From an optimization exercise on the open Yosys and OpenROAD flow, aimed at small area and a short achievable clock period; shortcuts taken in it are not production practice.
Only simulation tests tie the RTL to the original design; equivalence was not proved.
Power is estimated from default activity; no workload was simulated.

## F_Mul
module F_Mul #(
    parameter DATA_W = 32
    )
   (
   input clk,
   input rst,
   input running,
   input [DATA_W-1:0] in0,
   input [DATA_W-1:0] in1,
   (* versat_latency = 4 *) output [DATA_W-1:0] out0
   );
export LEC_CHECK = 0
export CAP_MARGIN = 20
export CORE_MARGIN = 2
export CORE_UTILIZATION = 40
export SLEW_MARGIN = 20
create_clock -name core_clock -period 10.0 [get_ports {clk}]
standard.sh (not shown) runs the stock make flow with config.mk's settings and CLKGATE_MAP_FILE= SYNTH_SCRIPT=/design/flow/synth_recipe.tcl, a recipe that flattens the netlist after the stock synthesis.
==> flow/flow/run.sh <==
#!/bin/bash
# Standard ORFS flow with one extra step between synthesis and floorplan:
# flow/invpush.py re-polarises full adders in the synthesised netlist to drop
# the inverters Yosys' extract_fa leaves between them (registers untouched).
# Ports are buffered with buf_1 (resized later by repair) and timing repair
# aims for 5.5 ns of setup slack.
set -euo pipefail
R=$(pwd)/orfs/results/${FLOW_PLATFORM}/F_Mul/base
bash standard.sh "$R/1_2_yosys.v" > synth.log 2>&1
cp "$R/1_2_yosys.v" yosys_orig.v
python3 flow/invpush.py yosys_orig.v "$R/1_2_yosys.v" > invpush.log 2>&1
bash standard.sh finish SETUP_SLACK_MARGIN=5.5 BUFFER_PORTS_ARGS="-buffer_cell sky130_fd_sc_hd__buf_1" > layout.log 2>&1
Other scripts of this flow, unchanged in this note and not shown: flow/flow/invpush.py
Edit:
--- a/flow/flow/run.sh
+++ b/flow/flow/run.sh
@@ -10,3 +10,3 @@
 cp "$R/1_2_yosys.v" yosys_orig.v
 python3 flow/invpush.py yosys_orig.v "$R/1_2_yosys.v" > invpush.log 2>&1
-bash standard.sh finish SETUP_SLACK_MARGIN=5.5 BUFFER_PORTS_ARGS="-buffer_cell sky130_fd_sc_hd__buf_1" > layout.log 2>&1
+bash standard.sh finish SETUP_SLACK_MARGIN=5.75 BUFFER_PORTS_ARGS="-buffer_cell sky130_fd_sc_hd__buf_1" > layout.log 2>&1
What happened: The changed run passed the timing, design-rule and antenna checks. Total power rises by 1.0%. First-iteration DRC count went up by 1.2%. Global-route usage grows by 0.30 points. Clock skew drops by 0.024 ns. Core utilization goes up by 0.96 points. Cell count hardly moves. Worst hold slack gets worse by 0.0035 ns. Die area is unchanged. Sequential share of layout area goes down by 0.41 points. Wire length grows by 1.9%. Synthesized area does not change.


Setup of exp/violet:
Starting RTL as in the previous note.
Settings: LEC_CHECK=0, CAP_MARGIN=20, CORE_MARGIN=2, CORE_UTILIZATION=40, CTS_CLUSTER_DIAMETER=80, CTS_CLUSTER_SIZE=30, GPL_TIMING_DRIVEN=0, SLEW_MARGIN=20; clock period 10.0 ns.
==> flow/flow/run.sh <==
#!/bin/bash
# Standard ORFS flow with one extra step between synthesis and floorplan:
# flow/invpush.py re-polarises full adders in the synthesised netlist to drop
# the inverters Yosys' extract_fa leaves between them (registers untouched).
# Ports are buffered with buf_1 (resized later by repair) and timing repair
# aims for 5.5 ns of setup slack.
set -euo pipefail
R=$(pwd)/orfs/results/${FLOW_PLATFORM}/F_Mul/base
bash standard.sh "$R/1_2_yosys.v" > synth.log 2>&1
cp "$R/1_2_yosys.v" yosys_orig.v
python3 flow/invpush.py yosys_orig.v "$R/1_2_yosys.v" > invpush.log 2>&1
bash standard.sh finish SETUP_SLACK_MARGIN=5.5 BUFFER_PORTS_ARGS="-buffer_cell sky130_fd_sc_hd__buf_1" > layout.log 2>&1
Other scripts of this flow, unchanged in this note and not shown: flow/flow/invpush.py
exp/violet | stages: all done | timing, DRC, antenna: all pass
Here is what was changed in the inputs of exp/amber compared with exp/violet.
- clearing GPL_TIMING_DRIVEN, which used to be 0
Results
Cmp exp/violet and exp/amber / register clock-pin slew on the reported worst setup and hold paths / higher: exp/violet. exp/amber: clock-buffer cell count 3 above exp/violet. From exp/violet to exp/amber the numbers moved as follows: global-route wire length before repair now larger, fraction of met1 tracks used by global routing moved down, fraction of final layout cells sized beyond drive strength 1 went down 1.6 points.
> inputs changed (exp/amber -> exp/juniper)
- CTS_CLUSTER_DIAMETER now 60, was 80
- CTS_CLUSTER_SIZE now 35, was 30
- GPL_TIMING_DRIVEN now 0, previously not set
## What came out
Compared to exp/amber, exp/juniper has clock network power share 1.3 points higher.
Comparing exp/amber and exp/juniper, clock-buffer cell count is lower on exp/amber.
exp/juniper ends up with a share of final layout cell area taken by clock buffers and inverters that is 0.59 points higher than in exp/amber.
Changes observed in exp/juniper relative to exp/amber: maximum number of pins on one net before global-route repair -27%, core utilization roughly the same, share of the cycle needed by the critical path after routing now sits at about the same level, flip-flop and latch count ~0 delta.
| maximum clock frequency | exp/amber vs exp/juniper | ≈ equal |


## lane 1
F_Mul again, from the RTL that the note above started with.
## F_Mul
module F_Mul #(
    parameter DATA_W = 32
    )
   (
   input clk,
   input rst,
   input running,
   input [DATA_W-1:0] in0,
   input [DATA_W-1:0] in1,
   (* versat_latency = 4 *) output [DATA_W-1:0] out0
   );
export LEC_CHECK = 0
export CAP_MARGIN = 20
export CORE_MARGIN = 2
export CORE_UTILIZATION = 40
export CTS_CLUSTER_DIAMETER = 80
export CTS_CLUSTER_SIZE = 30
export SLEW_MARGIN = 20
create_clock -name core_clock -period 10.0 [get_ports {clk}]
==> flow/flow/invpush.py <==
#!/usr/bin/env python3
"""Re-polarise full adders in a mapped sky130 netlist to remove inverters.

A full adder is self-dual: FA(~a,~b,~c) = (~s, ~co).  Yosys' extract_fa leaves
an inverter on many adder-to-adder nets.  This pass chooses, for each fa cell,
whether it computes the true or the complemented outputs so that as few nets as
possible need an inverter, removes the inverters that only served the adder
network and adds one inverter per net that still needs the other polarity.
usage: invpush.py in.v out.v
"""
import re, sys, collections

src = open(sys.argv[1]).read()
m = re.search(r'\bmodule\s+(\S+)\s*\(', src)
body_start = src.index(';', m.end()) + 1
end = src.rindex('endmodule')
header = src[:body_start]
body = src[body_start:end]

cell_re = re.compile(r'^\s*(sky130_fd_sc_hd__\w+)\s+(\\\S+\s|\S+)\s*\((.*?)\);\s*$', re.S | re.M)
pin_re = re.compile(r'\.(\w+)\(\s*(.*?)\s*\)\s*(?:,|$)', re.S)

items = []      # ('text', str) or ('cell', [type, name, [(pin, net)]])
pos = 0
for cm in cell_re.finditer(body):
    if cm.start() > pos:
        items.append(('text', body[pos:cm.start()]))
    typ, name, pins = cm.group(1), cm.group(2).strip(), cm.group(3)
    pl = [(p, n.strip()) for p, n in pin_re.findall(pins)]
    items.append(('cell', [typ, name, pl]))
    pos = cm.end()
items.append(('text', body[pos:]))

ports = set()
for pm in re.finditer(r'^\s*(input|output)\s*(\[(\d+):(\d+)\])?\s*([^;]+);', src, re.M):
    names = [x.strip() for x in pm.group(5).split(',')]
    for nm in names:
        if pm.group(2):
            hi, lo = int(pm.group(3)), int(pm.group(4))
            for i in range(min(hi, lo), max(hi, lo) + 1):
                ports.add('%s[%d]' % (nm, i))
        ports.add(nm)

OUT = {'X', 'Y', 'Q', 'Q_N', 'SUM', 'COUT', 'HI', 'LO'}
def is_inv(t): return re.match(r'sky130_fd_sc_hd__(clk)?inv_\d+$', t) is not None
def is_buf(t): return re.match(r'sky130_fd_sc_hd__(clk)?buf_\d+$', t) is not None
def is_fa(t): return re.match(r'sky130_fd_sc_hd__fa_\d+$', t) is not None
def is_xor(t): return re.match(r'sky130_fd_sc_hd__x(n)?or2_\d+$', t) is not None

cells = [it[1] for it in items if it[0] == 'cell']
driver = {}
for ci, (t, n, pl) in enumerate(cells):
    for p, net in pl:
        if p in OUT:
            driver[net] = ci

# inverters that may be collapsed: output not a port
inv_in = {}
def collapsible(c):
    t, n, pl = c
    if not (is_inv(t) or is_buf(t)): return False
    d = dict(pl)
    return (d.get('Y', d.get('X')) not in ports)
for ci, c in enumerate(cells):
    if collapsible(c):
        d = dict(c[2])
        if is_inv(c[0]):
            inv_in[d['Y']] = (d['A'], 1)
        else:
            inv_in[d['X']] = (d['A'], 0)

def lit(net):
    par = 0
    seen = 0
    while net in inv_in and seen < 100:
        net, q = inv_in[net]; par ^= q; seen += 1
    return net, par

fas = [ci for ci, c in enumerate(cells) if is_fa(c[0]) or is_xor(c[0])]
infl = [is_fa(cells[ci][0]) for ci in fas]   # inputs flip too (full adders)
fa_idx = {ci: k for k, ci in enumerate(fas)}
phi = [0] * len(fas)
flippable = [True] * len(fas)
for k, ci in enumerate(fas):
    for p, net in cells[ci][2]:
        if p in OUT and net in ports:
            flippable[k] = False

# loads per base net: list of (cell index, pin, parity)
loads = collections.defaultdict(list)
for ci, (t, n, pl) in enumerate(cells):
    if collapsible(cells[ci]):
        continue
    for p, net in pl:
        if p in OUT: continue
        b, par = lit(net)
        loads[b].append((ci, p, par))

def base_phase(b):
    ci = driver.get(b)
    if ci is not None and ci in fa_idx:
        return phi[fa_idx[ci]]
    return 0

def need(b):
    """1 if base net b needs an inverted copy."""
    av = base_phase(b)
    for ci, p, par in loads[b]:
        req = par ^ (phi[fa_idx[ci]] if ci in fa_idx and infl[fa_idx[ci]] else 0)
        if req != av:
            return 1
    return 0

def touched(k):
    ci = fas[k]
    s = set()
    for p, net in cells[ci][2]:
        if p in OUT:
            s.add(net)
        elif infl[k]:
            s.add(lit(net)[0])
    return s

before = sum(need(b) for b in list(loads))
changed = True
it = 0
while changed and it < 50:
    changed = False; it += 1
    for k in range(len(fas)):
        if not flippable[k]: continue
        ts = touched(k)
        c0 = sum(need(b) for b in ts)
        phi[k] ^= 1
        c1 = sum(need(b) for b in ts)
        if c1 < c0:
            changed = True
        else:
            phi[k] ^= 1
import random
random.seed(1)
cur = sum(need(b) for b in list(loads))
best = cur; bestphi = list(phi)
flip_ok = [k for k in range(len(fas)) if flippable[k]]
T = 1.0
for step in range(300000):
    k = random.choice(flip_ok)
    ts = touched(k)
    c0 = sum(need(b) for b in ts)
    phi[k] ^= 1
    c1 = sum(need(b) for b in ts)
    d = c1 - c0
    if d <= 0 or random.random() < pow(2.718, -d / T):
        cur += d
        if cur < best:
            best = cur; bestphi = list(phi)
    else:
        phi[k] ^= 1
    T = max(0.02, 1.0 * (1 - step / 250000.0))
phi[:] = bestphi
after = sum(need(b) for b in list(loads))
n_old_inv = sum(1 for c in cells if collapsible(c))
sys.stderr.write("invpush: %d fa, %d flipped, collapsible inverters %d, inverted nets needed before %d after %d\n"
                 % (len(fas), sum(phi), n_old_inv, before, after))

# rebuild
newinv = {}
newwires = []
def inv_of(b):
    if b not in newinv:
        nm = '_invp%d_' % len(newinv)
        newinv[b] = nm
        newwires.append(nm)
    return newinv[b]

# nets driven by a flipped cell carry the complement now: rename them
ren = {}
for k, ci in enumerate(fas):
    if phi[k]:
        for p, net in cells[ci][2]:
            if p in OUT:
                ren[net] = '_ipn%d_' % len(ren)
                newwires.append(ren[net])
R = lambda x: ren.get(x, x)
for ci, (t, n, pl) in enumerate(cells):
    if collapsible(cells[ci]):
        continue
    newpl = []
    for p, net in pl:
        if p in OUT:
            newpl.append((p, R(net))); continue
        b, par = lit(net)
        req = par ^ (phi[fa_idx[ci]] if ci in fa_idx and infl[fa_idx[ci]] else 0)
        newpl.append((p, R(b) if req == base_phase(b) else inv_of(b)))
    cells[ci][2] = newpl
    if ci in fa_idx and phi[fa_idx[ci]] and is_xor(t):
        cells[ci][0] = t.replace('xnor2', 'XOR2').replace('xor2', 'xnor2').replace('XOR2', 'xor2')
        op = 'Y' if 'xnor2' in cells[ci][0] else 'X'
        cells[ci][2] = [(op if p in ('X', 'Y') else p, net) for p, net in cells[ci][2]]

def esc(x):
    return x + ' ' if x.startswith('\\') else x
out = [header]
out.append('\n' + ''.join('  wire %s;\n' % w for w in newwires))
k = 0
for kind, v in items:
    if kind == 'text':
        out.append(v)
    else:
        t, n, pl = v
        if collapsible(v):
            continue
        out.append('  %s %s (\n%s\n  );\n' % (t, n if not n.startswith('\\') else n + ' ', ',\n'.join('    .%s(%s)' % (p, esc(net)) for p, net in pl)))
for b, nm in newinv.items():
    out.append('  sky130_fd_sc_hd__inv_1 _invpc%s (\n    .A(%s),\n    .Y(%s)\n  );\n' % (nm[5:], esc(R(b)), nm))
out.append('endmodule\n')
open(sys.argv[2], 'w').write(''.join(out))
Scripts as last shown in full above: flow/flow/run.sh
Lane 1 ended with every stage complete and zero timing, DRC or antenna violations.
Setup changes, lane 1 to lane 2
- setting PLACE_DENSITY to 0.75 for the first time
- setting GPL_TIMING_DRIVEN to 0 for the first time
diff --git a/flow/flow/invpush.py b/flow/flow/invpush.py
--- a/flow/flow/invpush.py
+++ b/flow/flow/invpush.py
@@ -47,2 +47,3 @@
 def is_fa(t): return re.match(r'sky130_fd_sc_hd__fa_\d+$', t) is not None
+def is_ha(t): return re.match(r'sky130_fd_sc_hd__ha_1$', t) is not None
 def is_xor(t): return re.match(r'sky130_fd_sc_hd__x(n)?or2_\d+$', t) is not None
@@ -78,4 +79,5 @@
 
-fas = [ci for ci, c in enumerate(cells) if is_fa(c[0]) or is_xor(c[0])]
-infl = [is_fa(cells[ci][0]) for ci in fas]   # inputs flip too (full adders)
+fas = [ci for ci, c in enumerate(cells) if is_fa(c[0]) or is_xor(c[0]) or is_ha(c[0])]
+infl = [is_fa(cells[ci][0]) or is_ha(cells[ci][0]) for ci in fas]   # inputs flip
+outfl = [not is_ha(cells[ci][0]) for ci in fas]                     # outputs flip
 fa_idx = {ci: k for k, ci in enumerate(fas)}
@@ -100,3 +102,3 @@
     ci = driver.get(b)
-    if ci is not None and ci in fa_idx:
+    if ci is not None and ci in fa_idx and outfl[fa_idx[ci]]:
         return phi[fa_idx[ci]]
@@ -118,3 +120,3 @@
         if p in OUT:
-            s.add(net)
+            if outfl[k]: s.add(net)
         elif infl[k]:
@@ -177,3 +179,3 @@
 for k, ci in enumerate(fas):
-    if phi[k]:
+    if phi[k] and outfl[k]:
         for p, net in cells[ci][2]:
@@ -211,2 +213,7 @@
             continue
+        if is_ha(t) and cells.index(v) in fa_idx and phi[fa_idx[cells.index(v)]]:
+            d = dict(pl)
+            out.append('  sky130_fd_sc_hd__xor2_1 %s (\n    .A(%s),\n    .B(%s),\n    .X(%s)\n  );\n' % (n + '_hx' if not n.startswith('\\') else n + '_hx ', esc(d['A']), esc(d['B']), esc(d['SUM'])))
+            out.append('  sky130_fd_sc_hd__nor2_1 %s (\n    .A(%s),\n    .B(%s),\n    .Y(%s)\n  );\n' % (n + '_hn' if not n.startswith('\\') else n + '_hn ', esc(d['A']), esc(d['B']), esc(d['COUT'])))
+            continue
         out.append('  %s %s (\n%s\n  );\n' % (t, n if not n.startswith('\\') else n + ' ', ',\n'.join('    .%s(%s)' % (p, esc(net)) for p, net in pl)))
Results
- Compared with lane 1, in lane 2 total power now smaller, cell count dropped 2.0%, number of clock buffer instances in the layout went down 7, global-route met2 utilization went down by 3.2 points.
- In the tables for lane 1 and lane 2, met3 wirelength from detailed routing reads higher with lane 2.
- [compare] base=lane 1 new=lane 2: number of buffers outside the clock class in the layout fell by 30%; final critical-path share of the clock period now sits higher; share of cells above drive strength 1 held.
Setup changes, lane 2 to lane 3
- a deleted PLACE_DENSITY that had been 0.75
diff --git a/flow/flow/run.sh b/flow/flow/run.sh
--- a/flow/flow/run.sh
+++ b/flow/flow/run.sh
@@ -11,2 +11,2 @@
 python3 flow/invpush.py yosys_orig.v "$R/1_2_yosys.v" > invpush.log 2>&1
-bash standard.sh finish SETUP_SLACK_MARGIN=5.5 BUFFER_PORTS_ARGS="-buffer_cell sky130_fd_sc_hd__buf_1" > layout.log 2>&1
+bash standard.sh finish SETUP_SLACK_MARGIN=5.4 BUFFER_PORTS_ARGS="-buffer_cell sky130_fd_sc_hd__buf_1" > layout.log 2>&1
Lane 3 finished all stages; the layout is clean. Diff lane 3 and lane 2: overall power consumption higher in lane 3. Peak supply drop ended up 21% higher on lane 3 than on lane 2. Routed wire length: lane 3 vs lane 2 up about 4%. Met2 usage in global routing: lane 3 higher than lane 2. Compared with lane 2, lane 3 supports a lower clock frequency. Lane 2 → lane 3: register-to-register setup slack now sits lower, total number of vias now sits lower, setup slack after layout now sits lower, worst hold slack now sits at about the same level.

-- what the ideal ports hide --
In the flow no input, the clock included, has a driving cell. The finished layouts below were timed again as built, in two steps. Step 1: set_driving_cell puts a clkbuf_16 on clk and a buf_2 on each other input, an assumption about the parent block. Step 2 times the ports against the registers' clock, not the clock port: input delays grow and output delays shrink by t, the midpoint of the rising clock arrivals with the driver on. Slacks: ideal ports / drivers / drivers and shift; pairs: ideal ports / drivers.
| run | t, ns | setup WS [ns] | hold slack, ns | worst setup path after step 2 |
|---|---|---|---|---|
| the first run of note 1 | 0.624 | 5.574 / 5.520 / 5.203 | 0.326 / 0.326 / 0.326 | input to register |
| the second run of note 1 | 0.598 | 5.620 / 5.414 / 5.329 | 0.323 / 0.323 / 0.323 | input to register |
| exp/violet | 0.565 | 5.575 / 5.523 / 5.355 | 0.337 / 0.337 / 0.337 | input to register |
| exp/amber | 0.568 | 5.574 / 5.516 / 5.254 | 0.333 / 0.333 / 0.333 | input to register |
| exp/juniper | 0.587 | 5.575 / 5.523 / 5.336 | 0.329 / 0.329 / 0.329 | input to register |
| lane 1 | 0.574 | 5.572 / 5.519 / 5.220 | 0.334 / 0.334 / 0.334 | input to register |
| lane 2 | 0.549 | 5.522 / 5.500 / 5.160 | 0.337 / 0.337 / 0.337 | input to register |
| lane 3 | 0.565 | 5.371 / 5.371 / 5.088 | 0.337 / 0.337 / 0.337 | input to register |
After both steps setup and hold are still met in every run listed. The setup slack of the first run of note 1, which loses most, moves by -0.054 ns with the drivers and by -0.371 ns with both steps.
